This design comes from an exercise in tuning for a short achievable clock period and few clock cycles per item on the open sky130 flow, not from production work. Only simulation tests tie the RTL to the original design; equivalence was not proved. Power figures rest on the tool's default switching activity, not on a simulated workload.

// cross_bar
module cross_bar
#(parameter N=31) 
(
	input clk,
	input reset,
	input req0,
	input [N:0] addr0,
	input cmd0,
	input [N:0] wdata0,
	input req1,
	input [N:0] addr1,
	input cmd1,
	input [N:0] wdata1,
	input slv0_ack,
	input [N:0] slv0_rdata,
	input slv1_ack,
	input [N:0] slv1_rdata,
	output slv0_req,
	output [N:0] slv0_addr,
	output slv0_cmd,
	output [N:0] slv0_wdata,
	output slv1_req,
	output [N:0] slv1_addr,
	output slv1_cmd,
	output [N:0] slv1_wdata,
	output ack0,
	output [N:0] rdata0,
	output ack1,
	output [N:0] rdata1
);
wire g00, g10, g01, g11;
arbiter #(.N(N), .HOME_HI(1'b0)) a0 (
	.clk(clk), .reset(reset),
	.hreq(req0), .haddr(addr0), .hcmd(cmd0), .hwdata(wdata0),
	.oreq(req1), .oaddr(addr1), .ocmd(cmd1), .owdata(wdata1),
	.slv_req(slv0_req), .slv_addr(slv0_addr), .slv_cmd(slv0_cmd), .slv_wdata(slv0_wdata),
	.grant_h(g00), .grant_o(g10));
arbiter #(.N(N), .HOME_HI(1'b1)) a1 (
	.clk(clk), .reset(reset),
	.hreq(req1), .haddr(addr1), .hcmd(cmd1), .hwdata(wdata1),
	.oreq(req0), .oaddr(addr0), .ocmd(cmd0), .owdata(wdata0),
	.slv_req(slv1_req), .slv_addr(slv1_addr), .slv_cmd(slv1_cmd), .slv_wdata(slv1_wdata),
	.grant_h(g11), .grant_o(g01));
reg t00, t10, t01, t11;
reg rs0, rs1;
always @(posedge clk, posedge reset)
begin
if (reset) begin
	t00 <= 1'b0; t10 <= 1'b0; t01 <= 1'b0; t11 <= 1'b0;
	rs0 <= 1'b0; rs1 <= 1'b0;
end
else begin
	t00 <= g00; t10 <= g10; t01 <= g01; t11 <= g11;
	rs0 <= t01; rs1 <= t11;
end
end
assign ack0 = (slv0_ack & t00) | (slv1_ack & t01);
  ...
clock: 4.0 ns
lec_check: 0
cap_margin: 20
core_area: 10 10 190 190
die_area: 0 0 200 200
slew_margin: 20
run.sh (not shown) runs the stock make flow with config.mk's settings and CLKGATE_MAP_FILE= SYNTH_SCRIPT=/design/flow/synth_recipe.tcl, a recipe that flattens the netlist after the stock synthesis.
The first run finished clean.
Testbench counts at the start, summed over its fixed seeds: cycles 24,007, items 24,000.
Then changed:
--- a/flow/config.mk
+++ b/flow/config.mk
@@ -10,0 +11 @@
+export SETUP_SLACK_MARGIN = 2.5
=> Wire length increases by 31%. Clock-buffer cell count is higher by 1. Die area stays the same. Hold slack gains 0.048 ns. Combinational power grows by about 44%. Global-route usage rises by 2.5 points. Design area rises by 38%. Synthesized area stays the same. Setup slack is better by 0.64 ns. Via count increases by about 18%. Utilization rises by 8.6 points.
Then changed:
--- a/flow/config.mk
+++ b/flow/config.mk
@@ -9,2 +9,2 @@
-export CORE_AREA = 10 10 190 190
-export DIE_AREA = 0 0 200 200
+export CORE_AREA = 5 5 85 85
+export DIE_AREA = 0 0 90 90
Outcome:
- The new run stopped in I/O pin placement (3_2_place_iop)
- synthesized cell count does not change
- area after synthesis stays the same

The RTL this note starts from:
==> flow/design.v <==
module arbiter
#(parameter N = 31, parameter HOME_HI = 1'b0)
(
	input clk,
	input reset,
	input hreq, input [N:0] haddr, input hcmd, input [N:0] hwdata,
	input oreq, input [N:0] oaddr, input ocmd, input [N:0] owdata,
	output slv_req,
	output [N:0] slv_addr,
	output slv_cmd,
	output [N:0] slv_wdata,
	output grant_h,    
	output grant_o     
);
reg ovr;  
wire h_want = hreq & (haddr[N] == HOME_HI);
wire o_want = oreq & (oaddr[N] == HOME_HI);
wire sel_o  = ~h_want | ovr;
assign grant_h = h_want & ~ovr;
assign grant_o = o_want & sel_o;
assign slv_req   = grant_h | grant_o;
assign slv_addr  = sel_o ? oaddr  : haddr;
assign slv_cmd   = sel_o ? ocmd   : hcmd;
assign slv_wdata = sel_o ? owdata : hwdata;
always @(posedge clk, posedge reset)
	if (reset) ovr <= 1'b0;
	else       ovr <= o_want & ~sel_o;
endmodule
module cross_bar
#(parameter N=31) 
(
	input clk,
	input reset,
	input req0,
	input [N:0] addr0,
	input cmd0,
	input [N:0] wdata0,
	input req1,
	input [N:0] addr1,
	input cmd1,
	input [N:0] wdata1,
	input slv0_ack,
	input [N:0] slv0_rdata,
	input slv1_ack,
	input [N:0] slv1_rdata,
	output slv0_req,
	output [N:0] slv0_addr,
	output slv0_cmd,
	output [N:0] slv0_wdata,
	output slv1_req,
	output [N:0] slv1_addr,
	output slv1_cmd,
	output [N:0] slv1_wdata,
	output ack0,
	output [N:0] rdata0,
	output ack1,
	output [N:0] rdata1
);
wire g00, g10, g01, g11;
arbiter #(.N(N), .HOME_HI(1'b0)) a0 (
	.clk(clk), .reset(reset),
	.hreq(req0), .haddr(addr0), .hcmd(cmd0), .hwdata(wdata0),
	.oreq(req1), .oaddr(addr1), .ocmd(cmd1), .owdata(wdata1),
	.slv_req(slv0_req), .slv_addr(slv0_addr), .slv_cmd(slv0_cmd), .slv_wdata(slv0_wdata),
	.grant_h(g00), .grant_o(g10));
arbiter #(.N(N), .HOME_HI(1'b1)) a1 (
	.clk(clk), .reset(reset),
	.hreq(req1), .haddr(addr1), .hcmd(cmd1), .hwdata(wdata1),
	.oreq(req0), .oaddr(addr0), .ocmd(cmd0), .owdata(wdata0),
	.slv_req(slv1_req), .slv_addr(slv1_addr), .slv_cmd(slv1_cmd), .slv_wdata(slv1_wdata),
	.grant_h(g11), .grant_o(g01));
reg t00, t10, t01, t11;
reg rs0, rs1;
always @(posedge clk, posedge reset)
begin
if (reset) begin
	t00 <= 1'b0; t10 <= 1'b0; t01 <= 1'b0; t11 <= 1'b0;
	rs0 <= 1'b0; rs1 <= 1'b0;
end
else begin
	t00 <= g00; t10 <= g10; t01 <= g01; t11 <= g11;
	rs0 <= t01; rs1 <= t11;
end
end
assign ack0 = (slv0_ack & t00) | (slv1_ack & t01);
assign ack1 = (slv0_ack & t10) | (slv1_ack & t11);
assign rdata0 = rs0 ? slv1_rdata : slv0_rdata;
assign rdata1 = rs1 ? slv1_rdata : slv0_rdata;
endmodule
clock: 4.0 ns
lec_check: 0
abc_clock_period_in_ps: 500
cap_margin: 20
core_area: 4 4 136 136
die_area: 0 0 140 140
setup_slack_margin: 2.5
slew_margin: 20
The starting point went through all stages and came out clean.
Testbench counts at the start, summed over its fixed seeds: cycles 24,007, items 24,000.
==> next run, changes <==
Settings changed: ABC_CLOCK_PERIOD_IN_PS 500 to not set.
Outcome: The new run went through all stages and came out clean. Global-route usage is unchanged. Cell area is unchanged. Via count stays the same. Sequential power stays flat. Combinational power hardly moves. Worst setup slack does not change. Wire length stays the same. Power is unchanged. Maximum frequency does not change. Critical path depth is unchanged.

==> what the ideal ports hide <==
The flow's constraints put no driver on any port. The routed layouts listed below were extracted and timed again, unchanged, in two steps. Step 1 assumes that a clkbuf_16 drives the clock port and a buf_2 every other input. Step 2 times the ports against the registers' clock, not the clock port: input delays grow and output delays shrink by t, the midpoint of the rising clock arrivals with the driver on. Three values: ideal, step 1, step 2; two values: the first two.
| run | shift t [ns] | slack for setup (ns) | hold slack, ns | worst data-port slew with drivers (ns) |
|---|---|---|---|---|
| the first run of note 1 | 0.257 | 0.324 / 0.286 / 0.286 | 0.372 / 0.372 / 0.372 | 0.08 |
| the second run of note 1 | 0.260 | 0.962 / 0.919 / 0.919 | 0.419 / 0.419 / 0.419 | 0.09 |
| the first run of note 2 | 0.262 | 1.075 / 1.030 / 1.030 | 0.413 / 0.413 / 0.413 | 0.09 |
| the second run of note 2 | 0.262 | 1.075 / 1.030 / 1.030 | 0.413 / 0.413 / 0.413 | 0.09 |
After both steps every run listed still meets setup and hold.
